This is an optimization exercise on Yosys and OpenROAD, whose aim is small area and a short achievable clock period, not a production implementation. Only simulation tests tie the RTL to the original design; equivalence was not proved.

## flow/design.v (module list and top-level ports; edited modules follow where they fit)
// module image_enhance: 3923 lines
module image_enhance (
    input  logic        clk,
    input  logic        reset,
    input  logic        stall,
    input  logic [80:0] img,
    input  logic [71:0] fil,
    input  logic [8:0]  add_img,
    output logic [29:0] out
);
  // ...
==> flow/flow/run.sh <==
#!/bin/bash
# Layout flow: the standard synthesis, then a netlist pass that removes
# inverters around the full-adder cells (flow/invopt.py: cell polarities chosen so fewer inverters are needed), then the standard
# ORFS flow from floorplan to finish with the settings in flow/settings.txt.
set -euo pipefail
R=orfs/results/sky130hd/image_enhance/base
bash standard.sh synth > synth.log 2>&1
python3 flow/invopt.py $R/1_2_yosys.v $R/1_2_yosys_invopt.v > invopt.log 2>&1
cp $R/1_2_yosys.v $R/1_2_yosys_orig.v
cp $R/1_2_yosys_invopt.v $R/1_2_yosys.v
rm -f $R/1_synth.odb $R/1_synth.sdc
mapfile -t EXTRA < flow/settings.txt
bash standard.sh "${EXTRA[@]}" finish > finish.log 2>&1
==> flow/flow/settings.txt <==
SETUP_SLACK_MARGIN=15.0
BUFFER_PORTS_ARGS=-buffer_cell sky130_fd_sc_hd__buf_1
==> flow/standard.sh <==
#!/bin/bash
# synth_recipe.tcl (not shown) runs the flow's synth.tcl, then flattens the netlist and writes it again
# the make line also repeats each setting of config.mk as NAME=value (left out here)
make -C /OpenROAD-flow-scripts/flow DESIGN_CONFIG=/design/flow/config.mk WORK_HOME=/design/flow/orfs CLKGATE_MAP_FILE= SYNTH_SCRIPT=/design/flow/synth_recipe.tcl "${@:-finish}"
==> flow/config.mk <==
export PLATFORM = sky130hd
export DESIGN_NAME = image_enhance
export DESIGN_NICKNAME = image_enhance
export VERILOG_FILES = /design/flow/design.v
export SDC_FILE = /design/flow/constraint.sdc
export NUM_CORES = 4
export LEC_CHECK = 0
export CAP_MARGIN = 20
export CORE_MARGIN = 2
export CORE_UTILIZATION = 30
export SLEW_MARGIN = 20
==> flow/constraint.sdc <==
create_clock -name core_clock -period 20.0 [get_ports {clk}]
set_input_delay 4.0000 -clock core_clock [delete_from_list [all_inputs] [get_ports {clk}]]
set_output_delay 4.0000 -clock core_clock [all_outputs]
set_load 0.01 [all_outputs]
Not shown: flow/flow/invopt.py
==> notes.md, run 1 <==
- Core area: 82,110 sq um
- Synth Cell Area: ~25,000 sq um
- Pin count of the biggest net entering global routing: between 70 and 80
- Count of non-CTS buffers in the layout: approximately 210
- Hold worst-path end: o_r[4]$_SDFFE_PP0N_
- Hold WS: 521.1 ps
- Post-route setup slack: approximately 15,000 ps
- Drc violations: 0
- Height of the die: around 300 microns
- CTS tree: built
- Worst Tran Pin Value: about 900 ps
- Max reg flops: 81
- R2R depth: 10
- Register Area: roughly 7500 sq um
- Post-route cell area: roughly 28,000 sq um
- Share of cells above drive strength 1: 0.06088
- Worst hold path type: reg -> reg
- Die X: 292.2 microns
- Critical path depth: 1
- Multi-input gate count: roughly 1,500
- Largest registers: g_r: 81 flops, f_r: 72 flops, cs_r: 54 flops
- Max-slew violation count: 0
- Worst Hold Launch: o_r[4]$_SDFFE_PP0N_
- N_taps: 1,070
- WP data arrival: around 1100 ps
- Root buffer cell: clkbuf_16
- Grt met3 use: 0.03612
- Total GRT Usage: 0.1932
- DR vias: ~16,000
- Worst r2r dst: cs_r[38]$_DFFE_PN_
- Diode count: 0
- Met2 global-route usage: 0.3336
- Syn_nets: 2,702
- Worst Setup SP: o_t$_SDFFE_PP0N_
- Inverters: 68
- Status: timing/DRC/antenna clean
==> run 2, diff against run 1 <==
--- a/flow/config.mk
+++ b/flow/config.mk
@@ -7,5 +7,5 @@
 export LEC_CHECK = 0
 export CAP_MARGIN = 20
 export CORE_MARGIN = 2
-export CORE_UTILIZATION = 30
+export CORE_UTILIZATION = 55
 export SLEW_MARGIN = 20
==> notes.md, run 2 <==
- Fin util: 0.6213
- Initial antenna violation count: 0
- Share of cells above drive strength 1: 0.05857 (-0.002304)
- CTS H-tree depth: 1
- Setup_tns: 0 ps
- Top sig layer: met4
- Worst Tran Pin Value: 898.9 ps (-4.619 ps)
- Nets@finish: ~2,900
- DR vias: 15,950 (-0.22%)
- Core area: 44,510 sq um (-46%)
- Syn_nets: 2,702 (unchanged)
- Slowest stage delay, CP: 390 ps
- GP Congestion: around 0.95
- Most frequent cells in the layout: 627 x fa_1, 557 x nand2_1, 235 x edfxtp_1
- Final period utilization: 0.2542
- Total GRT Usage: 0.3196 (+0.1265)
- Met1 WL: ~27,000 microns
- F_max: 196.7 MHz
- Most common cell after layout, fill and taps aside: fa_1
- Buffers & Inverters on Critical Path: 1
- Pre-antenna DRT Iters: 6
- Pin count of the biggest net entering global routing: 43 (-44%)
- Crit-path max FO: 6
- CP Data Required Time: about 16,000 ps
- Clk buf depth: 3
- Critical path type: reg -> out
- Endpoints failing setup: 0
- CTS clk-pin slew, worst paths: approximately 60 ps
- Slew margin rel.: 0.4007
- I/O pins: 195
- First-pass GRT wire length: between 100,000 and 150,000 microns
- Max_cap viols: 0
- Largest Register: g_r
- Starting density of the core: 0.5599
- Finished Layout Cells: between 2,000 and 3,000
- Die Area: between 40,000 and 50,000 sq um
- Diode count: 0 (unchanged)
- Max reg flops: 81 (unchanged)
- Met3 WL: approximately 6700 microns
- Worst-case clock skew: 21.49 ps
- Synthesized instance count: approximately 1,900
- Met2 routed WL: approximately 34,000 microns
- Congestion Overflow GR: 0
- # clock sinks: around 260
- Synth Cell Area: 24,920 sq um (unchanged)
- Vias/cell: 5.886
- Max-slew violation count: 0 (unchanged)
- CP max stage cell: dfxtp_4
- Die X: 216.9 microns (-26%)
- CTS tree: built
- CTS Buf Count: 29
- Largest registers: g_r: 81 flops, f_r: 72 flops, cs_r: 54 flops
- Setup crit end kind: primary output
- Root buffer cell: clkbuf_16
- Critical path's top delay family: flip-flops
- Final hold viol count: 0
- Final ANT Viol Nets: 0
- WP data arrival: 1080 ps (about the same)
- IO Port Bufs: ~190
- Status: timing/DRC/antenna clean
- Critical Path, Cell by Cell: buf_6
- Worst hold path type: reg -> reg
- Dpl cells: roughly 2,600
- Drc violations: 0 (unchanged)
- Initial drt markers: roughly 1,700
- Post-DP HPWL: 60,230 microns
- Post-DR wirelength/cell: ~26 microns
- Vias in the first global route: 17,500
- Cell Rows: between 70 and 80
- Clock Latency Late Sink: between 500 and 600 ps
- Unrepaired setup endpoints after global routing: true
- Height of the die: 216.9 microns (-26%)
- YS warnings: 1
- Post-Syn Area per Cell: roughly 13 sq um
- Drt total wl: a little over 70,000 microns
- Layout area overhead: 10.97%
- Period minus WS final: around 5100 ps
- Startpoint types: flip-flop
run 2: area by class of cell:
| cell class | instances | area (sq um) |
|---|---|---|
| fillers | 3540 | 16860 |
| clock buffers | 35 | 748.2 |
| clock inverters | 16 | 111.4 |
| flip-flops and latches | 256 | 7508 |
| multi-input cells | 1525 | 17000 |
| well taps | 592 | 740.7 |
| inverters | 68 | 259.0 |
| repair buffers | 217 | 1284 |
run 2: tightest hold or removal path: cells and delay by family (launching register included):
kind | cells | cell delay, ps
compound gates | 1 | 60
simple gates | 1 | 70
flops | 1 | 330
run 2: what timing repair did:
item                                    CTS  global route
setup buffers                             2            14
resized for setup                        95             3
hold buffers                              0             0
hold endpoints to repair                  0             0
endpoints found under the setup margin  284           114
cloned                                    3             0
run 2: path summary, 6_finish.rpt:
| kind | start | endpoint | slack, ps | cells after the start |
|---|---|---|---|---|
| max | o_r[16]$_SDFFE_PP0N_ | out[20] | 14920 | 1 |
| min | o_r[1]$_SDFFE_PP0N_ | o_r[1]$_SDFFE_PP0N_ | 490 | 2 |
| min reg2reg | o_r[1]$_SDFFE_PP0N_ | o_r[1]$_SDFFE_PP0N_ | 490 | 2 |
| max reg2reg | f_r[71]$_DFFE_PN_ | cs_r[38]$_DFFE_PN_ | 15120 | 10 |
run 2: per-layer routing:
metal  track usage  up-vias
li1              -     6472
met1        0.4469     8358
met2        0.5002      961
met3       0.05646      155
met4        0.1411        0
met5             0        -
run 2: metrics by stage:
stage | hold WS (ps) | worst slack [ps] | instance area, sq um
after global placement | 480.7 | 13290 | 26230
after global routing | 554.4 | 14880 | 27650
after floorplan | 524.9 | 12010 | 24920
after detailed placement | 476.8 | 13170 | 26230
after CTS | 495.9 | 14880 | 27500
final | 494.3 | 14920 | 27650
==> run 3, diff against run 2 <==
--- a/flow/config.mk
+++ b/flow/config.mk
@@ -8,4 +8,6 @@
 export CAP_MARGIN = 20
 export CORE_MARGIN = 2
 export CORE_UTILIZATION = 55
+export CTS_CLUSTER_DIAMETER = 80
+export CTS_CLUSTER_SIZE = 30
 export SLEW_MARGIN = 20
==> notes.md, run 3 <==
- R2R depth: 10 (unchanged)
- Worst-case clock skew: 24.21 ps (+2.722 ps)
- GP Congestion: 0.9546 (+0.67%)
- Final ANT Viol Nets: 0 (unchanged)
- Pre-antenna DRT Iters: 5 (-1)
- Max-slew violation count: 0 (unchanged)
- DR vias: 15,870 (-0.50%)
- Syn_nets: 2,702 (unchanged)
- Reg2Reg Launch Point: f_r[7]$_DFFE_PN_
- Total GRT Usage: 0.3228 (+0.003132)
- Diode count: 0 (unchanged)
- CTS H-tree depth: 1 (unchanged)
- Grt met3 use: 0.05381 (-0.002655)
- YS warnings: 1 (unchanged)
- Endpoints failing setup: 0 (unchanged)
- Vias/cell: 5.916 (+0.51%)
- Slew margin rel.: 0.4078 (+0.007051)
- Slowest stage delay, CP: 410 ps (+20 ps)
- Filler cells: 3,614 (+2.1%)
- Most frequent cells in the layout: 627 x fa_1, 557 x nand2_1, 235 x edfxtp_1
- Hold worst-path end: o_r[1]$_SDFFE_PP0N_
- IO Port Bufs: 194 (unchanged)
- CTS Buf Count: 18 (-38%)
- Core area: 44,510 sq um (unchanged)
- CTS clk-pin slew, worst paths: 90 ps (+30 ps)
- GR Util met1: 0.4562 (+0.009275)
- Met2 global-route usage: 0.4996 (-0.0006410)
- Initial drt markers: 1,453 (-13%)
- Starting density of the core: 0.5599 (unchanged)
- I/O pins: 195 (unchanged)
- Worst Tran Pin Value: 888.3 ps (-10.58 ps)
- Buffers & Inverters on Critical Path: 1 (unchanged)
- Nets@finish: 2,892 (-0.65%)
- Initial antenna violation count: 0 (unchanged)
- Max reg flops: 81 (unchanged)
- WP data arrival: 1090 ps (about the same)
- Clock Latency Late Sink: 560 ps (-20 ps)
- Most common cell after layout, fill and taps aside: fa_1
- Cell Rows: 77 (unchanged)
- Worst r2r dst: cs_r[38]$_DFFE_PN_
- Area of the multi-input gates: 17,010 sq um (about the same)
- F_max: 196.3 MHz (-0.22%)
- Post-DP HPWL: 60,760 microns (+0.87%)
- Final hold viol count: 0 (unchanged)
- Synthesized instance count: 1,888 (unchanged)
- Vias in the first global route: 17,440 (-0.33%)
- Unrepaired setup endpoints after global routing: true
- Period minus WS final: 5095 ps (+11.20 ps)
- Worst Hold Launch: o_r[1]$_SDFFE_PP0N_
- Fin util: 0.6151 (-0.006240)
- # clock sinks: 256 (unchanged)
- Most used routing layer: met2
- Largest registers: g_r: 81 flops, f_r: 72 flops, cs_r: 54 flops
- Share of cells above drive strength 1: 0.05215 (-0.006420)
- Register Area: 7508 sq um (unchanged)
- Root buffer cell: clkbuf_16
- CP max stage cell: dfxtp_4
- Die Area: 47,030 sq um (unchanged)
- Critical path's top delay family: flip-flops
- Drt total wl: 71,700 microns (+0.45%)
- Worst hold path stage count: 2 (unchanged)
- Post-DR wirelength/cell: 26.73 microns (+1.5%)
- Hold-fix buffers, CTS: 0 (unchanged)
- Die X: 216.9 microns (unchanged)
- Post-Syn Area per Cell: 13.20 sq um (unchanged)
- Clk buf depth: 3 (unchanged)
- Height of the die: 216.9 microns (unchanged)
- Crit-path max FO: 6 (unchanged)
- CTS tree: built
- Max_cap viols: 0 (unchanged)
- Critical Path, Cell by Cell: buf_6
- Critical path type: reg -> out
- First-pass GRT wire length: 109,100 microns (+0.97%)
- Final period utilization: 0.2547 (+0.0005600)
- Largest Register: g_r
- Layout area overhead: 9.856%
- Setup_tns: 0 ps (unchanged)
- Startpoint types: flip-flop
- Drc violations: 0 (unchanged)
- CP Data Required Time: 16,000 ps (about the same)
- Setup crit end kind: primary output
- Synth Cell Area: 24,920 sq um (unchanged)
- Congestion Overflow GR: 0 (unchanged)
- Worst hold path type: reg -> reg
- Status: timing/DRC/antenna clean
- Pin count of the biggest net entering global routing: 74 (+72%)
- Worst reg-to-reg setup slack: 15,110 ps (about the same)
==> run 3: cell count changes in the layout (fill, tap and decap cells not counted), moves of 2 or more <==
| cell | previous run | this run |
|---|---|---|
| buf_2 | 3 | 0 |
| inv_12 | 0 | 2 |
| buf_4 | 14 | 8 |
| clkinv_8 | 0 | 4 |
| clkbuf_16 | 29 | 18 |
| clkinv_1 | 7 | 2 |
| clkbuf_1 | 6 | 0 |
| clkinv_2 | 3 | 0 |
| buf_6 | 27 | 30 |
| clkinvlp_4 | 4 | 1 |
| inv_16 | 0 | 2 |
==> run 3: worst max-delay path by stage <==
stage,from,endpoint,slack (ps),cells past startpoint
finish,o_r[16]$_SDFFE_PP0N_,out[17],14910,1
global route,o_r[16]$_SDFFE_PP0N_,out[17],14860,1
CTS,o_r[16]$_SDFFE_PP0N_,out[17],14890,1
detailed placement,stall,g_r[29]$_DFFE_PN_,13170,4
global placement,stall,f_r[26]$_DFFE_PN_,13270,4
floorplan,stall,o_r[0]$_SDFFE_PP0N_,12010,4
==> run 3: cell type report <==
class	instances	area share
Clock inverter	14	0.007450
Sequential cell	256	0.2743
Inverter	68	0.009461
Timing Repair Buffer	209	0.04401
Multi-Input combinational cell	1525	0.6213
Tap cell	592	0.02706
Clock buffer	18	0.01645
==> run 3: routing by layer <==
layer,vias up,wire [microns]
met5,-,0
met3,161,6893
met1,8369,26620
met2,909,34130
li1,6428,-
met4,0,4051
==> run 3: stage by stage <==
stage | hold slack (ps) | instance area (sq um) | cells | setup WS, ps
after CTS | 505.5 | 27280 | 2676 | 14890
after global placement | 476.5 | 26230 | 2639 | 13270
after global routing | 530.9 | 27380 | 2682 | 14860
final | 503.6 | 27380 | 2682 | 14910
after detailed placement | 483.2 | 26230 | 2639 | 13170
after floorplan | 524.9 | 24920 | 1888 | 12010
==> run 3: timing repair <==
action | CTS | global route
setup buffers | 3 | 6
gates resized for setup | 98 | 4
gates cloned | 2 | 0
endpoints found under the setup margin | 284 | 124
hold endpoints to repair | 0 | 0
==> run 4, diff against run 3 <==
==> flow/flow/settings.txt (replaced) <==
SETUP_SLACK_MARGIN=14.7
BUFFER_PORTS_ARGS=-buffer_cell sky130_fd_sc_hd__buf_1
==> notes.md, run 4 <==
- Max-slew violation count: 0 (unchanged)
- CTS Buf Count: 19 (+1)
- Max reg flops: 81 (unchanged)
- Reg2Reg Launch Point: f_r[67]$_DFFE_PN_
- YS warnings: 1 (unchanged)
- Drt total wl: 70,630 microns (-1.5%)
- Clock Latency Late Sink: 580 ps (+20 ps)
- IO Port Bufs: 194 (unchanged)
- First-pass GRT wire length: 106,200 microns (-2.7%)
- Drc violations: 0 (unchanged)
- DR vias: 15,720 (-0.94%)
- Post-Syn Area per Cell: 13.20 sq um (unchanged)
- Root buffer cell: clkbuf_16
- CTS tree: built
- Worst-case clock skew: 48.48 ps (+24.27 ps)
- Initial antenna violation count: 0 (unchanged)
- Endpoints failing setup: 0 (unchanged)
- Met1 WL: 26,960 microns (+1.3%)
- Hold WS: 497.5 ps (-6.153 ps)
- Slew margin rel.: 0.4140 (+0.006221)
- Startpoint types: input pin
- Largest registers: g_r: 81 flops, f_r: 72 flops, cs_r: 54 flops
- Crit-path max FO: 72 (+66)
- Pin count of the biggest net entering global routing: 86 (+16%)
- Share of cells above drive strength 1: 0.02498 (-0.02718)
- Initial drt markers: 1,446 (-0.48%)
- Vias in the first global route: 17,200 (-1.4%)
- Nets@finish: 2,883 (-0.31%)
- Cell Rows: 77 (unchanged)
- Diode count: 0 (unchanged)
- Total GRT Usage: 0.3148 (-0.007905)
- I/O pins: 195 (unchanged)
- CTS H-tree depth: 1 (unchanged)
- Die X: 216.9 microns (unchanged)
- # clock sinks: 256 (unchanged)
- Worst hold path type: reg -> reg
- Pre-antenna DRT Iters: 5 (unchanged)
- Synth Cell Area: 24,920 sq um (unchanged)
- GP Congestion: 0.9603 (+0.60%)
- Worst r2r dst: cs_r[20]$_DFFE_PN_
- Period minus WS final: 5218 ps (+123.2 ps)
- Top sig layer: met4
- Final period utilization: 0.2609 (+0.006160)
- Status: timing/DRC/antenna clean
- Synthesized instance count: 1,888 (unchanged)
- Met3 WL: 6049 microns (-12%)
- F_max: 191.6 MHz (-2.4%)
- R2R depth: 10 (unchanged)
- Post-DR wirelength/cell: 26.42 microns (-1.2%)
- Setup crit end kind: flip-flop
- Max_cap viols: 0 (unchanged)
- Syn_nets: 2,702 (unchanged)
- Clk buf depth: 3 (unchanged)
- WP data arrival: 5460 ps (+4370 ps)
- Post-DP HPWL: 60,240 microns (-0.85%)
- Met2 routed WL: 33,750 microns (-1.1%)
- Hold worst-path end: o_r[1]$_SDFFE_PP0N_
- Core area: 44,510 sq um (unchanged)
- Largest Register: g_r
- Worst Tran Pin Value: 879.0 ps (-9.331 ps)
- Worst reg-to-reg setup slack: 15,020 ps (-90 ps)
- Final hold viol count: 0 (unchanged)
- Worst hold path stage count: 2 (unchanged)
- Vias/cell: 5.878 (-0.64%)
- CP Data Required Time: 20,250 ps (+4250 ps)
- Congestion Overflow GR: 0 (unchanged)
- Most common cell after layout, fill and taps aside: fa_1
- Starting density of the core: 0.5599 (unchanged)
- Setup_tns: 0 ps (unchanged)
- CTS clk-pin slew, worst paths: 90 ps (about the same)
- Critical path type: in -> reg
- Die Area: 47,030 sq um (unchanged)
- Most frequent cells in the layout: 627 x fa_1, 557 x nand2_1, 235 x edfxtp_1
- Layout area overhead: 8.475%
- Unrepaired setup endpoints after global routing: false
- Height of the die: 216.9 microns (unchanged)
- Final ANT Viol Nets: 0 (unchanged)
- Worst Hold Launch: o_r[1]$_SDFFE_PP0N_
[run 4: metal layers]
layer	track usage	vias to the layer above
li1	-	6402
met1	0.4461	8292
met2	0.4942	860
met3	0.04528	164
met4	0.1397	0
met5	0	-
[run 4: cell type report]
cell class,instances,area [sq um]
multi-input combinational,1525,17000
fill,3638,17480
inverter,68,259.0
tap,592,740.7
timing repair buffer,199,850.8
sequential,256,7477
clock inverter,14,229.0
clock buffer,20,480.5
[run 4: what timing repair did]
action,CTS,global route
gates cloned,0,1
hold buffers,0,0
setup buffers,0,0
setup endpoints to repair,158,155
resized for setup,11,3
pin swaps,0,0
hold endpoints to repair,0,0
[run 4: worst max-delay path by stage]
stage          startpoint                   to  slack, ps  depth (start not counted)
6_report            stall     g_r[5]$_DFFE_PN_      14780                          4
5_1_grt             stall    f_r[16]$_DFFE_PN_      14700                          4
4_1_cts             stall    g_r[29]$_DFFE_PN_      14740                          4
3_5_place_dp        stall    f_r[18]$_DFFE_PN_      13150                          4
3_3_place_gp        stall    f_r[26]$_DFFE_PN_      13250                          4
2_1_floorplan       stall  o_r[0]$_SDFFE_PP0N_      12010                          4
[run 4: worst max-delay path, cell delays in order]
cell             delay [ps]
clkdlybuf4s15_2         520
clkinvlp_4              320
buf_16                  270
buf_16                  240
[run 4: metrics by stage]
step	worst slack (ps)	utilization	instances	area [sq um]
final	14780	0.6073	2674	27030
after floorplan	12010	-	1888	24920
after global placement	13250	0.5893	2639	26230
after global routing	14700	0.6073	2674	27030
after detailed placement	13150	0.5893	2639	26230
after CTS	14740	0.6062	2673	26980
==> run 5, diff against run 4 <==
==> flow/flow/settings.txt (replaced) <==
SETUP_SLACK_MARGIN=14.9
BUFFER_PORTS_ARGS=-buffer_cell sky130_fd_sc_hd__buf_1
==> notes.md, run 5 <==
- Core area: 44,510 sq um (unchanged)
- Period minus WS final: 5070 ps (-147.6 ps)
- F_max: 197.2 MHz (+2.9%)
- Nets@finish: 2,883 (unchanged)
- Die X: 216.9 microns (unchanged)
- Critical path depth: 1 (-3)
- Drt total wl: 70,580 microns (about the same)
- Synthesized instance count: 1,888 (unchanged)
- Root buffer cell: clkbuf_16
- Post-CTS setup buffer count: 0 (unchanged)
- Syn_nets: 2,702 (unchanged)
- Unrepaired setup endpoints after global routing: false
- Pin count of the biggest net entering global routing: 74 (-14%)
- Vias/cell: 5.933 (+0.93%)
- Status: timing/DRC/antenna clean
- Largest Register: g_r
- Vias in the first global route: 17,350 (+0.87%)
- Die Area: 47,030 sq um (unchanged)
- DR vias: 15,860 (+0.90%)
- Slew margin rel.: 0.4131 (-0.0009310)
- Hold-fix buffers, CTS: 0 (unchanged)
- Critical Path, Cell by Cell: buf_2
- Worst Tran Pin Value: 880.4 ps (+1.395 ps)
- Setup crit end kind: primary output
- Cell Rows: 77 (unchanged)
- R2R depth: 10 (unchanged)
- # clock sinks: 256 (unchanged)
- Crit-path max FO: 2 (-97%)
- Drc violations: 0 (unchanged)
- Pre-antenna DRT Iters: 5 (unchanged)
- Max reg flops: 81 (unchanged)
- Post-DP HPWL: 60,340 microns (+0.16%)
- Clock Latency Late Sink: 560 ps (-20 ps)
- CTS tree: built
- Initial drt markers: 1,589 (+9.9%)
- Final ANT Viol Nets: 0 (unchanged)
- CTS clk-pin slew, worst paths: 80 ps (about the same)
- Clk buf depth: 3 (unchanged)
- Max_cap viols: 0 (unchanged)
- Worst-case clock skew: 36.93 ps (-11.55 ps)
- Worst hold path stage count: 2 (unchanged)
- Post-Syn Area per Cell: 13.20 sq um (unchanged)
- Synth Cell Area: 24,920 sq um (unchanged)
- Critical path type: reg -> out
- Post-DR wirelength/cell: 26.40 microns (about the same)
- Post-route cell area: 27,030 sq um (about the same)
- Diode count: 0 (unchanged)
- WP data arrival: 1070 ps (-4390 ps)
- Critical path's top delay family: flip-flops
- IO Port Bufs: 194 (unchanged)
- I/O pins: 195 (unchanged)
- CP Data Required Time: 16,000 ps (-4250 ps)
- Total GRT Usage: 0.3172 (+0.002342)
- Dpl ws: 13,140 ps (-8.300 ps)
- First-pass GRT wire length: 107,700 microns (+1.4%)
- Filler cells: 3,627 (-0.30%)
- Hold WS: 504.7 ps (+7.249 ps)
- Max-slew violation count: 0 (unchanged)
- Endpoints failing setup: 0 (unchanged)
- Final period utilization: 0.2535 (-0.007380)
- YS warnings: 1 (unchanged)
- CTS Buf Count: 18 (-1)
- Layout area overhead: 8.470% (about the same)
- Final hold viol count: 0 (unchanged)
- Buffers & Inverters on Critical Path: 1 (-3)
- Most common cell after layout, fill and taps aside: fa_1
- CP max stage cell: dfxtp_1
- Starting density of the core: 0.5599 (unchanged)
- Largest registers: g_r: 81 flops, f_r: 72 flops, cs_r: 54 flops
- GP Congestion: 0.9570 (-0.34%)
- Share of cells above drive strength 1: 0.03556 (+0.01058)
- CTS H-tree depth: 1 (unchanged)
- Startpoint types: flip-flop
- Congestion Overflow GR: 0 (unchanged)
- Placement Cell Area: 26,230 sq um (unchanged)
- Worst hold path type: reg -> reg
- Slowest stage delay, CP: 380 ps (-140 ps)
- Setup_tns: 0 ps (unchanged)
- Most frequent cells in the layout: 627 x fa_1, 557 x nand2_1, 235 x edfxtp_1
- Initial antenna violation count: 0 (unchanged)
- Height of the die: 216.9 microns (unchanged)
- Post-route setup slack: 14,930 ps (+147.6 ps)
[run 5: per-stage QoR]
stage,util,std cells
after floorplan,-,1888
after global placement,0.5893,2639
after detailed placement,0.5893,2639
after CTS,0.6067,2673
after global routing,0.6073,2673
final,0.6073,2673
[run 5: per-layer routing]
metal	wire length (microns)	GRT usage	up-vias
met1	26680	0.4512	8398
met4	3250	0.1183	0
met5	0	0	-
li1	-	-	6412
met3	6619	0.04724	137
met2	34030	0.5050	912
[run 5: layout make-up]
cell class	instances	area [sq um]	share of cell area
Clock buffer	20	479.2	0.01773
Clock inverter	12	148.9	0.005508
Inverter	68	259.0	0.009582
Multi-Input combinational cell	1525	17000	0.6290
Sequential cell	256	7488	0.2770
Tap cell	592	740.7	0.02740
Timing Repair Buffer	200	912.1	0.03374
[run 5: final timing paths]
kind	endpoint	startpoint	slack, ps
worst min-delay path	o_r[1]$_SDFFE_PP0N_	o_r[1]$_SDFFE_PP0N_	500
worst max register to register	cs_r[38]$_DFFE_PN_	f_r[66]$_DFFE_PN_	15100
worst min register to register	o_r[1]$_SDFFE_PP0N_	o_r[1]$_SDFFE_PP0N_	500
worst max-delay path	out[2]	o_r[2]$_SDFFE_PP0N_	14930
[run 5: what timing repair did]
item                                    4_1_cts  5_1_grt
resized for setup                            34       11
gates cloned                                  2        0
endpoints found under the setup margin      272      100
==> run 6, diff against run 5 <==
--- a/flow/config.mk
+++ b/flow/config.mk
@@ -7,7 +7,7 @@
 export LEC_CHECK = 0
 export CAP_MARGIN = 20
 export CORE_MARGIN = 2
-export CORE_UTILIZATION = 55
+export CORE_UTILIZATION = 70
 export CTS_CLUSTER_DIAMETER = 80
 export CTS_CLUSTER_SIZE = 30
 export SLEW_MARGIN = 20
==> notes.md, run 6 <==
- Status: timing/DRC/antenna clean
- Most frequent cells in the layout: 627 x fa_1, 557 x nand2_1, 235 x edfxtp_1
- Synth Cell Area: 24,920 sq um (unchanged)
- Share of cells above drive strength 1: 0.02838 (-0.007181)
- Cell Rows: 69 (-10%)
- GP Congestion: 0.9914 (+3.6%)
- Initial drt markers: 1,713 (+7.8%)
- Unrepaired setup endpoints after global routing: false
- CTS Buf Count: 17 (-1)
- Slowest stage delay, CP: 380 ps (about the same)
- Starting density of the core: 0.7058 (+0.1459)
- Vias/cell: 6.359 (+7.2%)
- Post-route cell area: 26,750 sq um (-1.0%)
- Root buffer cell: clkbuf_16
- IO Port Bufs: 194 (unchanged)
- Worst-case clock skew: 31.41 ps (-5.525 ps)
- Critical Path, Cell by Cell: buf_1
- # clock sinks: 256 (unchanged)
- Clk buf depth: 3 (unchanged)
- Total GRT Usage: 0.3944 (+0.07717)
- Post-DP HPWL: 57,370 microns (-4.9%)
- Initial antenna violation count: 0 (unchanged)
- Pin count of the biggest net entering global routing: 83 (+12%)
- Setup_tns: 0 ps (unchanged)
- Largest registers: g_r: 81 flops, f_r: 72 flops, cs_r: 54 flops
- Endpoints failing setup: 0 (unchanged)
- Congestion Overflow GR: 0 (unchanged)
- CTS tree: built
- WP data arrival: 1070 ps (about the same)
- Die X: 192.7 microns (-11%)
- Die Area: 37,130 sq um (-21%)
- Filler cells: 2,286 (-37%)
- CTS clk-pin slew, worst paths: 100 ps (+20 ps)
- Max reg flops: 81 (unchanged)
- CTS H-tree depth: 1 (unchanged)
- Core area: 35,310 sq um (-21%)
- Buffers & Inverters on Critical Path: 1 (unchanged)
- Worst hold path type: reg -> reg
- Slew margin rel.: 0.4324 (+0.01938)
- Critical path's top delay family: flip-flops
- Crit-path max FO: 5 (+3)
- Vias in the first global route: 17,780 (+2.5%)
- Final hold viol count: 0 (unchanged)
- Period minus WS final: 5070 ps (+0.1000 ps)
- Setup crit end kind: primary output
- Placement Cell Area: 26,060 sq um (-0.63%)
- Startpoint types: flip-flop
- I/O pins: 195 (unchanged)
- Nets@finish: 2,884 (+0.035%)
- Drc violations: 0 (unchanged)
- Clock Latency Late Sink: 540 ps (-20 ps)
- Post-Syn Area per Cell: 13.20 sq um (unchanged)
- Pre-antenna DRT Iters: 5 (unchanged)
- DR vias: 16,150 (+1.9%)
- Diode count: 0 (unchanged)
- YS warnings: 1 (unchanged)
- Syn_nets: 2,702 (unchanged)
- Final period utilization: 0.2535 (about the same)
- Max-slew violation count: 0 (unchanged)
- Max_cap viols: 0 (unchanged)
- Synthesized instance count: 1,888 (unchanged)
- F_max: 197.2 MHz (about the same)
- Height of the die: 192.7 microns (-11%)
- Drt total wl: 67,890 microns (-3.8%)
- Worst Hold Launch: o_r[1]$_SDFFE_PP0N_
- Layout area overhead: 7.356%
- Worst Tran Pin Value: 851.3 ps (-29.07 ps)
- Most common cell after layout, fill and taps aside: fa_1
- Worst Setup SP: o_t$_SDFFE_PP0N_
- Critical path type: reg -> out
- CP max stage cell: dfxtp_2
- CP Data Required Time: 16,000 ps (about the same)
- First-pass GRT wire length: 103,300 microns (-4.0%)
- Reg2Reg Launch Point: f_r[66]$_DFFE_PN_
- Post-DR wirelength/cell: 26.73 microns (+1.2%)
- Largest Register: g_r
- Final ANT Viol Nets: 0 (unchanged)
==> run 6: cell type report <==
class | count | area [sq um] | share of cell area
Inverter | 68 | 259.0 | 0.009681
Clock buffer | 18 | 429.2 | 0.01604
Timing Repair Buffer | 201 | 818.3 | 0.03059
Sequential cell | 256 | 7481 | 0.2796
Timing Repair inverter | 1 | 7.507 | 0.0002806
Clock inverter | 10 | 171.4 | 0.006407
Tap cell | 461 | 576.8 | 0.02156
Multi-Input combinational cell | 1525 | 17010 | 0.6358
==> run 6: per-stage QoR <==
step	instances	util	setup slack [ps]	hold WS, ps
after floorplan	1888	-	12010	524.9
after global placement	2508	0.7381	13220	469.1
after detailed placement	2508	0.7381	13140	476.4
after CTS	2540	0.7569	14860	499.6
after global routing	2540	0.7577	14900	557.0
final	2540	0.7577	14930	496.2
==> run 6: layer usage <==
metal	global-route usage	vias to the layer above	wire, microns
met1	0.5344	8251	23090
li1	-	6408	-
met4	0.2457	0	5211
met3	0.08420	237	7874
met5	0	-	0
met2	0.5951	1257	31710
==> run 6: what timing repair did <==
item                       4_1_cts  5_1_grt
buffers inserted                 3        0
resized for setup               11        9
hold buffers                     0        0
cloned                           1        0
setup endpoints to repair      220       33
==> run 6: worst paths after layout <==
check | slack [ps] | depth (start not counted) | endpoint
max | 14930 | 1 | out[27]
min | 500 | 2 | o_r[1]$_SDFFE_PP0N_
max reg2reg | 15100 | 10 | cs_r[38]$_DFFE_PN_
min reg2reg | 500 | 2 | o_r[1]$_SDFFE_PP0N_
==> run 6: tightest hold or removal path: cells and delay by family, from the launching register on <==
family	cells	cell delay (ps)
flops	1	330
simple gates	1	70
compound gates	1	60
==> run 7, diff against run 6 <==
==> flow/flow/run.sh (replaced) <==
#!/bin/bash
# Layout flow:
#  1. the standard synthesis (standard.sh synth), unchanged;
#  2. flow/invopt.py on its netlist: picks the polarity in which each
#     full adder and 2-input AND/OR/XOR gate works, so that fewer inverters
#     are needed, and puts each full adder's latest input on its fastest pin
#     (the logic and the registers are left as they are);
#  3. the standard ORFS flow from floorplan to finish, with the make settings
#     in flow/settings.txt, one per line: ports buffered with buf_1, and
#     timing repair asked for 14.9 ns of setup slack (a 5.1 ns period), at
#     the design's clock period and constraints.
# Each step's output goes to its own log file in the work folder.
set -euo pipefail
R=orfs/results/sky130hd/image_enhance/base
bash standard.sh synth > synth.log 2>&1
python3 flow/invopt.py $R/1_2_yosys.v $R/1_2_yosys_invopt.v > invopt.log 2>&1
cp $R/1_2_yosys.v $R/1_2_yosys_orig.v
cp $R/1_2_yosys_invopt.v $R/1_2_yosys.v
rm -f $R/1_synth.odb $R/1_synth.sdc
mapfile -t EXTRA < flow/settings.txt
bash standard.sh "${EXTRA[@]}" finish > finish.log 2>&1
==> flow/flow/settings.txt (replaced) <==
SETUP_SLACK_MARGIN=14.95
BUFFER_PORTS_ARGS=-buffer_cell sky130_fd_sc_hd__buf_1
==> notes.md, run 7 <==
- Total GRT Usage: 0.3947 (about the same)
- Endpoints failing setup: 0 (unchanged)
- Most common cell after layout, fill and taps aside: fa_1
- Die Area: 37,130 sq um (unchanged)
- Layout area overhead: 8.460%
- Syn_nets: 2,702 (unchanged)
- Filler cells: 2,285 (-0.044%)
- Final period utilization: 0.2536 (about the same)
- Clock Latency Late Sink: 550 ps (about the same)
- CP max stage cell: dfxtp_4
- Critical path type: reg -> out
- Period minus WS final: 5073 ps (+2.300 ps)
- Crit-path max FO: 5 (unchanged)
- Vias in the first global route: 17,670 (-0.60%)
- Vias/cell: 6.394 (+0.54%)
- Worst-case clock skew: 32.00 ps (+0.5973 ps)
- Initial antenna violation count: 0 (unchanged)
- Buffers & Inverters on Critical Path: 1 (unchanged)
- Worst Tran Pin Value: 900.3 ps (+49.01 ps)
- CP Data Required Time: 16,000 ps (about the same)
- Post-Syn Area per Cell: 13.20 sq um (unchanged)
- Unrepaired setup endpoints after global routing: true
- Max-slew violation count: 0 (unchanged)
- Core area: 35,310 sq um (unchanged)
- Share of cells above drive strength 1: 0.04519 (+0.01681)
- Critical Path, Cell by Cell: buf_6
- Congestion Overflow GR: 0 (unchanged)
- Cell Rows: 69 (unchanged)
- Placement Cell Area: 26,060 sq um (unchanged)
- Clk buf depth: 3 (unchanged)
- WP data arrival: 1070 ps (about the same)
- Startpoint types: flip-flop
- Largest Register: g_r
- Pre-antenna DRT Iters: 6 (+1)
- Height of the die: 192.7 microns (unchanged)
- IO Port Bufs: 194 (unchanged)
- Most frequent cells in the layout: 627 x fa_1, 557 x nand2_1, 235 x edfxtp_1
- GP Congestion: 0.9680 (-2.4%)
- Post-route cell area: 27,030 sq um (+1.0%)
- Setup_tns: 0 ps (unchanged)
- Status: timing/DRC/antenna clean
- Max reg flops: 81 (unchanged)
- DR vias: 16,250 (+0.58%)
- Initial drt markers: 1,636 (-4.5%)
- Post-DP HPWL: 57,190 microns (-0.31%)
- Max_cap viols: 0 (unchanged)
- Largest registers: g_r: 81 flops, f_r: 72 flops, cs_r: 54 flops
- Drc violations: 0 (unchanged)
- I/O pins: 195 (unchanged)
- Drt total wl: 68,340 microns (+0.65%)
- CTS H-tree depth: 1 (unchanged)
- Post-route setup slack: 14,930 ps (-2.300 ps)
- Slowest stage delay, CP: 410 ps (+30 ps)
- Slew margin rel.: 0.3998 (-0.03267)
- First-pass GRT wire length: 103,700 microns (+0.39%)
- Setup crit end kind: primary output
- F_max: 197.1 MHz (about the same)
- Final hold viol count: 0 (unchanged)
- # clock sinks: 256 (unchanged)
- CTS tree: built
- Die X: 192.7 microns (unchanged)
- Dpl ws: 13,340 ps (+200.7 ps)
- YS warnings: 1 (unchanged)
- Synth Cell Area: 24,920 sq um (unchanged)
- Final ANT Viol Nets: 0 (unchanged)
- Hold-fix buffers, CTS: 0 (unchanged)
- Worst hold path type: reg -> reg
- Starting density of the core: 0.7058 (unchanged)
- CTS Buf Count: 18 (+1)
- Post-DR wirelength/cell: 26.89 microns (+0.61%)
- Synthesized instance count: 1,888 (unchanged)
- Pin count of the biggest net entering global routing: 80 (-3.6%)
- Nets@finish: 2,884 (unchanged)
- Diode count: 0 (unchanged)
- Critical path's top delay family: flip-flops
- CTS clk-pin slew, worst paths: 100 ps (about the same)
- Root buffer cell: clkbuf_16
-- run 7: cell types whose count changed in the layout (fill, tap and decap cells not counted), sizes merged --
cell	before	now
buf	195	199
clkinvlp	2	1
clkinv	3	6
inv	74	72
clkbuf	24	20
bufbuf	0	1
-- run 7: area by class of cell --
class	count	area, sq um	share of cell area
well taps	461	576.8	0.02134
inverters	68	259.0	0.009582
multi-input cells	1525	17020	0.6296
flip-flops and latches	256	7500	0.2775
repair buffers	201	997.2	0.03689
clock inverters	11	203.9	0.007546
clock buffers	19	475.5	0.01759
-- run 7: worst paths after layout --
check	start	endpoint	slack (ps)	depth (start not counted)
max	o_t$_SDFFE_PP0N_	out[29]	14930	1
min	o_r[1]$_SDFFE_PP0N_	o_r[1]$_SDFFE_PP0N_	500	2
max reg2reg	f_r[65]$_DFFE_PN_	cs_r[38]$_DFFE_PN_	15100	10
min reg2reg	o_r[1]$_SDFFE_PP0N_	o_r[1]$_SDFFE_PP0N_	500	2
-- run 7: tightest hold or removal path, cell delays in order, from the launching register on --
cell     delay, ps
dfxtp_1        340
a21oi_1         70
nor2_1          70
-- run 7: routing by layer --
metal	vias to the layer above	part of all wire	routed length, microns	track usage
met5	-	0	0	0
met4	0	0.078	5316	0.2422
met3	279	0.12	8301	0.08165
met2	1279	0.46	31570	0.5954
met1	8281	0.34	23140	0.5381
li1	6407	-	-	-
-- run 7: what timing repair did --
| item | CTS | global route |
|---|---|---|
| gates resized for setup | 61 | 13 |
| endpoints found under the setup margin | 253 | 27 |
| cloned | 1 | 0 |
| buffers inserted | 2 | 0 |
-- run 7: per-stage QoR --
stage,hold slack (ps),util,instances
after floorplan,524.9,-,1888
after global placement,468.6,0.7381,2508
after global routing,531.2,0.7655,2541
after CTS,504.9,0.7641,2541
after detailed placement,484.9,0.7381,2508
final,503.8,0.7655,2541
==> run 8, diff against run 7 <==
==> flow/flow/settings.txt (replaced) <==
SETUP_SLACK_MARGIN=14.9
BUFFER_PORTS_ARGS=-buffer_cell sky130_fd_sc_hd__buf_1
==> notes.md, run 8 <==
- Cell Rows: 69 (unchanged)
- Buffers & Inverters on Critical Path: 1 (unchanged)
- Worst hold path type: reg -> reg
- Synthesized instance count: 1,888 (unchanged)
- Hold WS: 499.0 ps (-4.811 ps)
- Clock Latency Late Sink: 550 ps (about the same)
- Max reg flops: 81 (unchanged)
- Syn_nets: 2,702 (unchanged)
- Root buffer cell: clkbuf_16
- CTS H-tree depth: 1 (unchanged)
- Endpoints failing setup: 0 (unchanged)
- Congestion Overflow GR: 0 (unchanged)
- R2R depth: 10 (unchanged)
- DR vias: 16,100 (-0.92%)
- Initial drt markers: 1,693 (+3.5%)
- Most common cell after layout, fill and taps aside: fa_1
- Worst r2r dst: cs_r[38]$_DFFE_PN_
- Post-DR wirelength/cell: 26.69 microns (-0.77%)
- Critical path type: reg -> out
- Worst Setup SP: o_r[15]$_SDFFE_PP0N_
- Critical path depth: 1 (unchanged)
- Clk buf depth: 3 (unchanged)
- Period minus WS final: 5087 ps (+14.70 ps)
- Placement Cell Area: 26,060 sq um (unchanged)
- Drc violations: 0 (unchanged)
- Crit-path max FO: 2 (-3)
- Hold-fix buffers, CTS: 0 (unchanged)
- Die Area: 37,130 sq um (unchanged)
- CTS Buf Count: 17 (-1)
- Critical path's top delay family: flip-flops
- Initial antenna violation count: 0 (unchanged)
- Reg2Reg Launch Point: f_r[66]$_DFFE_PN_
- Worst hold path stage count: 2 (unchanged)
- Vias/cell: 6.342 (-0.81%)
- Startpoint types: flip-flop
- Synth Cell Area: 24,920 sq um (unchanged)
- Final hold viol count: 0 (unchanged)
- Worst Tran Pin Value: 1090 ps (+189.6 ps)
- Largest registers: g_r: 81 flops, f_r: 72 flops, cs_r: 54 flops
- Starting density of the core: 0.7058 (unchanged)
- Post-route cell area: 26,800 sq um (-0.85%)
- Share of cells above drive strength 1: 0.03081 (-0.01438)
- Worst-case clock skew: 23.80 ps (-8.202 ps)
- Core area: 35,310 sq um (unchanged)
- Post-DP HPWL: 57,240 microns (about the same)
- Setup_tns: 0 ps (unchanged)
- YS warnings: 1 (unchanged)
- CP max stage cell: dfxtp_1
- Vias in the first global route: 17,590 (-0.45%)
- Pre-antenna DRT Iters: 6 (unchanged)
- Drt total wl: 67,730 microns (-0.89%)
- Most frequent cells in the layout: 627 x fa_1, 557 x nand2_1, 235 x edfxtp_1
- Setup crit end kind: primary output
- Total GRT Usage: 0.3935 (-0.001141)
- F_max: 196.6 MHz (-0.29%)
- Unrepaired setup endpoints after global routing: true
- Max_cap viols: 0 (unchanged)
- First-pass GRT wire length: 103,700 microns (about the same)
- GP Congestion: 0.9874 (+2.0%)
- Slew margin rel.: 0.2638 (-0.1359)
- Status: timing/DRC/antenna clean
- # clock sinks: 256 (unchanged)
- Post-Syn Area per Cell: 13.20 sq um (unchanged)
- CTS clk-pin slew, worst paths: 100 ps (about the same)
- I/O pins: 195 (unchanged)
- Critical Path, Cell by Cell: clkbuf_2
- Max-slew violation count: 0 (unchanged)
- Layout area overhead: 7.536%
- CTS tree: built
- CP endpoint: out[15]
- Filler cells: 2,334 (+2.1%)
- Largest Register: g_r
- CP Data Required Time: 16,000 ps (about the same)
- Die X: 192.7 microns (unchanged)
- WP data arrival: 1090 ps (+20 ps)
- Nets@finish: 2,880 (-0.14%)
- Slowest stage delay, CP: 380 ps (-30 ps)
- Final period utilization: 0.2544 (+0.0007350)
- Worst reg-to-reg setup slack: 15,060 ps (-40 ps)
- Height of the die: 192.7 microns (unchanged)
- Pin count of the biggest net entering global routing: 84 (+5.0%)
- Final ANT Viol Nets: 0 (unchanged)
- Diode count: 0 (unchanged)
- IO Port Bufs: 194 (unchanged)
==> run 8: worst min-delay path, cell delays in order, from the launching register on <==
cell and delay, ps:
dfxtp_1 340, a21oi_1 60, nor2_1 70
==> run 8: worst min-delay path by stage <==
stage                              from                   to  slack, ps
floorplan           o_r[0]$_SDFFE_PP0N_  o_r[0]$_SDFFE_PP0N_        520
global placement    o_r[1]$_SDFFE_PP0N_  o_r[1]$_SDFFE_PP0N_        470
detailed placement  o_r[0]$_SDFFE_PP0N_  o_r[0]$_SDFFE_PP0N_        480
CTS                 o_r[0]$_SDFFE_PP0N_  o_r[0]$_SDFFE_PP0N_        510
global route        o_r[0]$_SDFFE_PP0N_  o_r[0]$_SDFFE_PP0N_        530
finish              o_r[0]$_SDFFE_PP0N_  o_r[0]$_SDFFE_PP0N_        500
==> run 8: layout make-up <==
cell class                      count  area [sq um]  area share
Multi-Input combinational cell   1525         17000      0.6345
Sequential cell                   256          7488      0.2794
Timing Repair Buffer              198         872.1     0.03254
Tap cell                          461         576.8     0.02152
Clock buffer                       17         425.4     0.01587
Inverter                           68         259.0    0.009665
Clock inverter                     13         173.9    0.006490
==> run 8: per-layer routing <==
metal,vias to the layer above,share of wire,GRT usage
li1,6394,-,-
met1,8298,0.35,0.5438
met2,1162,0.47,0.5959
met3,242,0.11,0.07674
met4,0,0.072,0.2281
met5,-,0,0
==> run 8: repair_timing <==
action / in CTS / in global routing
setup buffers: 0 / 0
gates resized for setup: 24 / 17
setup endpoints to repair: 180 / 151
gates cloned: 0 / 0
==> run 8: stage by stage <==
step,util,std cells,setup WS [ps]
global route,0.7589,2538,14860
finish,0.7589,2538,14910
detailed placement,0.7381,2508,13510
global placement,0.7381,2508,13630
floorplan,-,1888,12010
CTS,0.7569,2538,14900
==> run 9, diff against run 8 <==
--- a/flow/config.mk
+++ b/flow/config.mk
@@ -7,7 +7,7 @@
 export LEC_CHECK = 0
 export CAP_MARGIN = 20
 export CORE_MARGIN = 2
-export CORE_UTILIZATION = 70
+export CORE_UTILIZATION = 80
 export CTS_CLUSTER_DIAMETER = 80
 export CTS_CLUSTER_SIZE = 30
 export SLEW_MARGIN = 20
==> notes.md, run 9 <==
- Status: timing/DRC/antenna clean
- Clock Latency Late Sink: 540 ps (about the same)
- Pre-antenna DRT Iters: 6 (unchanged)
- Root buffer cell: clkbuf_16
- Clk buf depth: 3 (unchanged)
- Final ANT Viol Nets: 0 (unchanged)
- Starting density of the core: 0.8125 (+0.1068)
- Height of the die: 180.5 microns (-6.3%)
- CTS Buf Count: 14 (-3)
- GP Congestion: 0.9941 (+0.68%)
- Worst Tran Pin Value: 987.1 ps (-102.9 ps)
- Largest Register: g_r
- Initial drt markers: 2,454 (+45%)
- Critical path's top delay family: flip-flops
- Synthesized instance count: 1,888 (unchanged)
- Post-route setup slack: 14,910 ps (-3.100 ps)
- Die X: 180.5 microns (-6.3%)
- Max_cap viols: 0 (unchanged)
- Congestion Overflow GR: 0 (unchanged)
- Endpoints failing setup: 0 (unchanged)
- Final hold viol count: 0 (unchanged)
- Hold-fix buffers, CTS: 0 (unchanged)
- Unrepaired setup endpoints after global routing: true
- Setup_tns: 0 ps (unchanged)
- Largest registers: g_r: 81 flops, f_r: 72 flops, cs_r: 54 flops
- Final period utilization: 0.2545 (about the same)
- F_max: 196.4 MHz (about the same)
- DR vias: 17,550 (+9.1%)
- Drt total wl: 75,360 microns (+11%)
- Synth Cell Area: 24,920 sq um (unchanged)
- Slowest stage delay, CP: 390 ps (about the same)
- IO Port Bufs: 194 (unchanged)
- Worst-case clock skew: 31.28 ps (+7.478 ps)
- CP max stage cell: dfxtp_2
- Post-Syn Area per Cell: 13.20 sq um (unchanged)
- Pin count of the biggest net entering global routing: 87 (+3.6%)
- Setup crit end kind: primary output
- Max-slew violation count: 0 (unchanged)
- Worst hold path type: reg -> reg
- Post-DR wirelength/cell: 30.50 microns (+14%)
- Most frequent cells in the layout: 627 x fa_1, 557 x nand2_1, 235 x edfxtp_1
- CTS H-tree depth: 1 (unchanged)
- Vias/cell: 7.104 (+12%)
- Nets@finish: 2,880 (unchanged)
- Layout area overhead: 6.783%
- # clock sinks: 256 (unchanged)
- CTS clk-pin slew, worst paths: 110 ps (about the same)
- WP data arrival: 1090 ps (about the same)
- CTS tree: built
- Slew margin rel.: 0.3419 (+0.07809)
- I/O pins: 195 (unchanged)
- Cell Rows: 64 (-7.2%)
- Dpl ws: 13,140 ps (-365.2 ps)
- Vias in the first global route: 19,860 (+13%)
- Syn_nets: 2,702 (unchanged)
- Core area: 30,670 sq um (-13%)
- CP Data Required Time: 16,000 ps (about the same)
- Max reg flops: 81 (unchanged)
- First-pass GRT wire length: 114,900 microns (+11%)
- Crit-path max FO: 5 (+3)
- Filler cells: 1,303 (-44%)
- Share of cells above drive strength 1: 0.02604 (-0.004777)
- Initial antenna violation count: 0 (unchanged)
- YS warnings: 1 (unchanged)
- Startpoint types: flip-flop
- Post-DP HPWL: 60,940 microns (+6.5%)
- Critical path type: reg -> out
- Drc violations: 0 (unchanged)
- Total GRT Usage: 0.4917 (+0.09818)
- Critical Path, Cell by Cell: buf_1
- Period minus WS final: 5091 ps (+3.100 ps)
- Buffers & Inverters on Critical Path: 1 (unchanged)
- Most common cell after layout, fill and taps aside: fa_1
- Die Area: 32,580 sq um (-12%)
run 9: per-stage QoR:
step / hold WS (ps) / instance area [sq um] / util / std cells
floorplan: 524.9 / 24920 / - / 1888
global placement: 476.3 / 25970 / 0.8469 / 2442
detailed placement: 491.9 / 25970 / 0.8469 / 2442
CTS: 516.2 / 26550 / 0.8657 / 2467
global route: 533.7 / 26610 / 0.8676 / 2470
finish: 512.5 / 26610 / 0.8677 / 2471
run 9: final timing paths:
path	slack, ps	endpoint	cells after the start	from
min reg2reg	510	o_r[1]$_SDFFE_PP0N_	2	o_r[1]$_SDFFE_PP0N_
max	14910	out[27]	1	o_t$_SDFFE_PP0N_
max reg2reg	14990	on_r$_DFFE_PN_	13	a_r[3]$_DFFE_PN_
min	510	o_r[1]$_SDFFE_PP0N_	2	o_r[1]$_SDFFE_PP0N_
run 9: what timing repair did:
item	4_1_cts	5_1_grt
buffers inserted	0	3
setup endpoints to repair	270	121
gates cloned	1	0
resized for setup	21	10
run 9: area by class of cell:
type	instances	area (sq um)	share of cell area
antenna	1	2.502	0.00009404
clock buffer	18	386.6	0.01453
clock inverter	6	88.84	0.003338
inverter	68	259.0	0.009733
multi-input combinational	1525	17020	0.6395
sequential	256	7485	0.2813
tap	396	495.5	0.01862
timing repair buffer	201	877.1	0.03296
run 9: per-layer routing:
metal	track usage	up-vias	wire [microns]
li1	-	6401	-
met1	0.6244	8641	21900
met2	0.7231	1981	34390
met3	0.1326	530	10910
met4	0.4087	0	8162
met5	0	-	0
==> run 10, diff against run 9 <==
--- a/flow/config.mk
+++ b/flow/config.mk
@@ -7,7 +7,8 @@
 export LEC_CHECK = 0
 export CAP_MARGIN = 20
 export CORE_MARGIN = 2
-export CORE_UTILIZATION = 80
+export CORE_UTILIZATION = 70
 export CTS_CLUSTER_DIAMETER = 80
 export CTS_CLUSTER_SIZE = 30
+export GPL_TIMING_DRIVEN = 1
 export SLEW_MARGIN = 20
==> notes.md, run 10 <==
- Synth Cell Area: 24,920 sq um (unchanged)
- Most common cell after layout, fill and taps aside: fa_1
- Final hold viol count: 0 (unchanged)
- Die X: 192.7 microns (+6.8%)
- Final period utilization: 0.2536 (-0.0009450)
- CTS tree: built
- Grt met3 use: 0.08311 (-0.04947)
- Filler cells: 2,293 (+76%)
- Max_cap viols: 0 (unchanged)
- Largest Register: g_r
- Initial drt markers: 1,754 (-29%)
- CP max stage cell: dfxtp_2
- Die Area: 37,130 sq um (+14%)
- Max-slew violation count: 0 (unchanged)
- Max reg flops: 81 (unchanged)
- Slew margin rel.: 0.1509 (-0.1911)
- Share of cells above drive strength 1: 0.02931 (+0.003276)
- Pin count of the biggest net entering global routing: 83 (-4.6%)
- Startpoint types: flip-flop
- Endpoints failing setup: 0 (unchanged)
- Status: timing/DRC/antenna clean
- Synthesized instance count: 1,888 (unchanged)
- Unrepaired setup endpoints after global routing: true
- Height of the die: 192.7 microns (+6.8%)
- F_max: 197.2 MHz (+0.37%)
- I/O pins: 195 (unchanged)
- Drt total wl: 69,590 microns (-7.7%)
- Slowest stage delay, CP: 380 ps (about the same)
- Post-route cell area: 26,740 sq um (+0.47%)
- Finished Layout Cells: 2,543 (+2.9%)
- Critical path type: reg -> out
- Worst Tran Pin Value: 1257 ps (+270.1 ps)
- Post-route setup slack: 14,930 ps (+18.90 ps)
- Core area: 35,310 sq um (+15%)
- Vias/cell: 6.404 (-9.8%)
- Post-DP HPWL: 58,040 microns (-4.8%)
- # clock sinks: 256 (unchanged)
- CTS Buf Count: 17 (+3)
- Crit-path max FO: 6 (+1)
- Largest registers: g_r: 81 flops, f_r: 72 flops, cs_r: 54 flops
- Root buffer cell: clkbuf_16
- First-pass GRT wire length: 105,200 microns (-8.4%)
- Met2 global-route usage: 0.6075 (-0.1155)
- Area of the multi-input gates: 17,000 sq um (about the same)
- Post-Syn Area per Cell: 13.20 sq um (unchanged)
- Setup crit end kind: primary output
- Layout area overhead: 7.285%
- Dpl cells: 2,508 (+2.7%)
- IO Port Bufs: 194 (unchanged)
- Syn_nets: 2,702 (unchanged)
- Congestion Overflow GR: 0 (unchanged)
- Total GRT Usage: 0.4000 (-0.09165)
- Cell Rows: 69 (+7.8%)
- CTS clk-pin slew, worst paths: 90 ps (-20 ps)
- Clock Latency Late Sink: 550 ps (about the same)
- Worst-case clock skew: 42.16 ps (+10.88 ps)
- Setup_tns: 0 ps (unchanged)
- Placement Cell Area: 26,060 sq um (+0.34%)
- Worst reg-to-reg setup slack: 15,070 ps (+80 ps)
- Most used routing layer: met2
- Final ANT Viol Nets: 0 (unchanged)
- Starting density of the core: 0.7058 (-0.1068)
- GR Util met1: 0.5454 (-0.07900)
- DR vias: 16,290 (-7.2%)
- WP data arrival: 1070 ps (-20 ps)
- YS warnings: 1 (unchanged)
- Vias in the first global route: 17,780 (-10%)
- Period minus WS final: 5072 ps (-18.90 ps)
- Clk buf depth: 3 (unchanged)
- Drc violations: 0 (unchanged)
- Initial antenna violation count: 1 (+1)
- CTS H-tree depth: 1 (unchanged)
- Worst hold path type: reg -> reg
- Register Area: 7481 sq um (about the same)
- GP Congestion: 0.9833 (-1.1%)
- Critical path's top delay family: flip-flops
- Post-DR wirelength/cell: 27.36 microns (-10%)
- Critical Path, Cell by Cell: buf_1
- Dpl ws: 13,310 ps (+164.9 ps)
- Hold-fix buffers, CTS: 0 (unchanged)
- Pre-antenna DRT Iters: 5 (-1)
- CP Data Required Time: 16,000 ps (about the same)
- Buffers & Inverters on Critical Path: 1 (unchanged)
- Nets@finish: 2,884 (+0.14%)
- Most frequent cells in the layout: 627 x fa_1, 557 x nand2_1, 235 x edfxtp_1
==> run 10: worst paths after layout <==
check                       startpoint                   to  depth (start not counted)
hold reg to reg    o_r[1]$_SDFFE_PP0N_  o_r[1]$_SDFFE_PP0N_                          2
setup / recovery  o_r[16]$_SDFFE_PP0N_              out[18]                          1
setup reg to reg     g_r[76]$_DFFE_PN_   cs_r[38]$_DFFE_PN_                         10
hold / removal     o_r[1]$_SDFFE_PP0N_  o_r[1]$_SDFFE_PP0N_                          2
==> run 10: metal layers <==
layer / share of wire / up-vias
li1: - / 6406
met1: 0.34 / 8357
met2: 0.47 / 1275
met3: 0.12 / 248
met4: 0.073 / 0
met5: 0 / -
==> run 10: final cells by class <==
type | instances | area share
multi-input cells | 1525 | 0.6360
flip-flops and latches | 256 | 0.2798
repair buffers | 201 | 0.03164
well taps | 461 | 0.02157
clock buffers | 20 | 0.01647
inverters | 68 | 0.009687
clock inverters | 10 | 0.004586
repair inverters | 1 | 0.0001872
diodes | 1 | 0.00009360
==> run 10: per-stage QoR <==
stage / hold slack, ps / util
after floorplan: 524.9 / -
after global placement: 467.3 / 0.7381
after detailed placement: 476.0 / 0.7381
after CTS: 497.4 / 0.7560
after global routing: 554.7 / 0.7571
final: 496.5 / 0.7572
==> run 10: what timing repair did <==
item,4_1_cts,5_1_grt
setup buffers,2,0
endpoints found under the setup margin,228,33
cloned,1,1
resized for setup,16,6

re-timing with driven ports:
In the flow no input, the clock included, has a driving cell. The finished layouts below were timed again as built, in two steps.
Step 1 sets driving cells, clkbuf_16 on the clock port and buf_2 on the other inputs (assumed; they add their load-dependent delay and slew).
Step 2 moves the port delays by t, midway between the first and last clock arrival at a register: inputs arrive t later, outputs are due t later. That takes back most of the time a late clock gives input paths.
Three values: ideal, step 1, step 2; two values: the first two.
run | t, ns | slack for setup (ns) | latest minus earliest clock arrival (ns)
run 1 | 0.646 | 14.907 / 14.842 / 14.448 | 0.026 / 0.026
run 2 | 0.633 | 14.917 / 14.857 / 14.541 | 0.023 / 0.023
run 3 | 0.609 | 14.905 / 14.846 / 14.512 | 0.025 / 0.025
run 4 | 0.617 | 14.782 / 14.781 / 14.199 | 0.048 / 0.049
run 5 | 0.609 | 14.930 / 14.867 / 14.472 | 0.039 / 0.040
run 6 | 0.585 | 14.930 / 14.872 / 14.461 | 0.031 / 0.031
run 7 | 0.590 | 14.927 / 14.872 / 14.536 | 0.032 / 0.032
run 8 | 0.599 | 14.913 / 14.853 / 14.388 | 0.024 / 0.024
run 9 | 0.577 | 14.910 / 14.855 / 14.430 | 0.032 / 0.032
run 10 | 0.589 | 14.928 / 14.870 / 14.467 | 0.042 / 0.043
After both steps setup and hold are still met in every run listed. For run 4, which loses most, drivers alone change the setup slack by -0.001 ns; drivers and shift together by -0.583 ns.
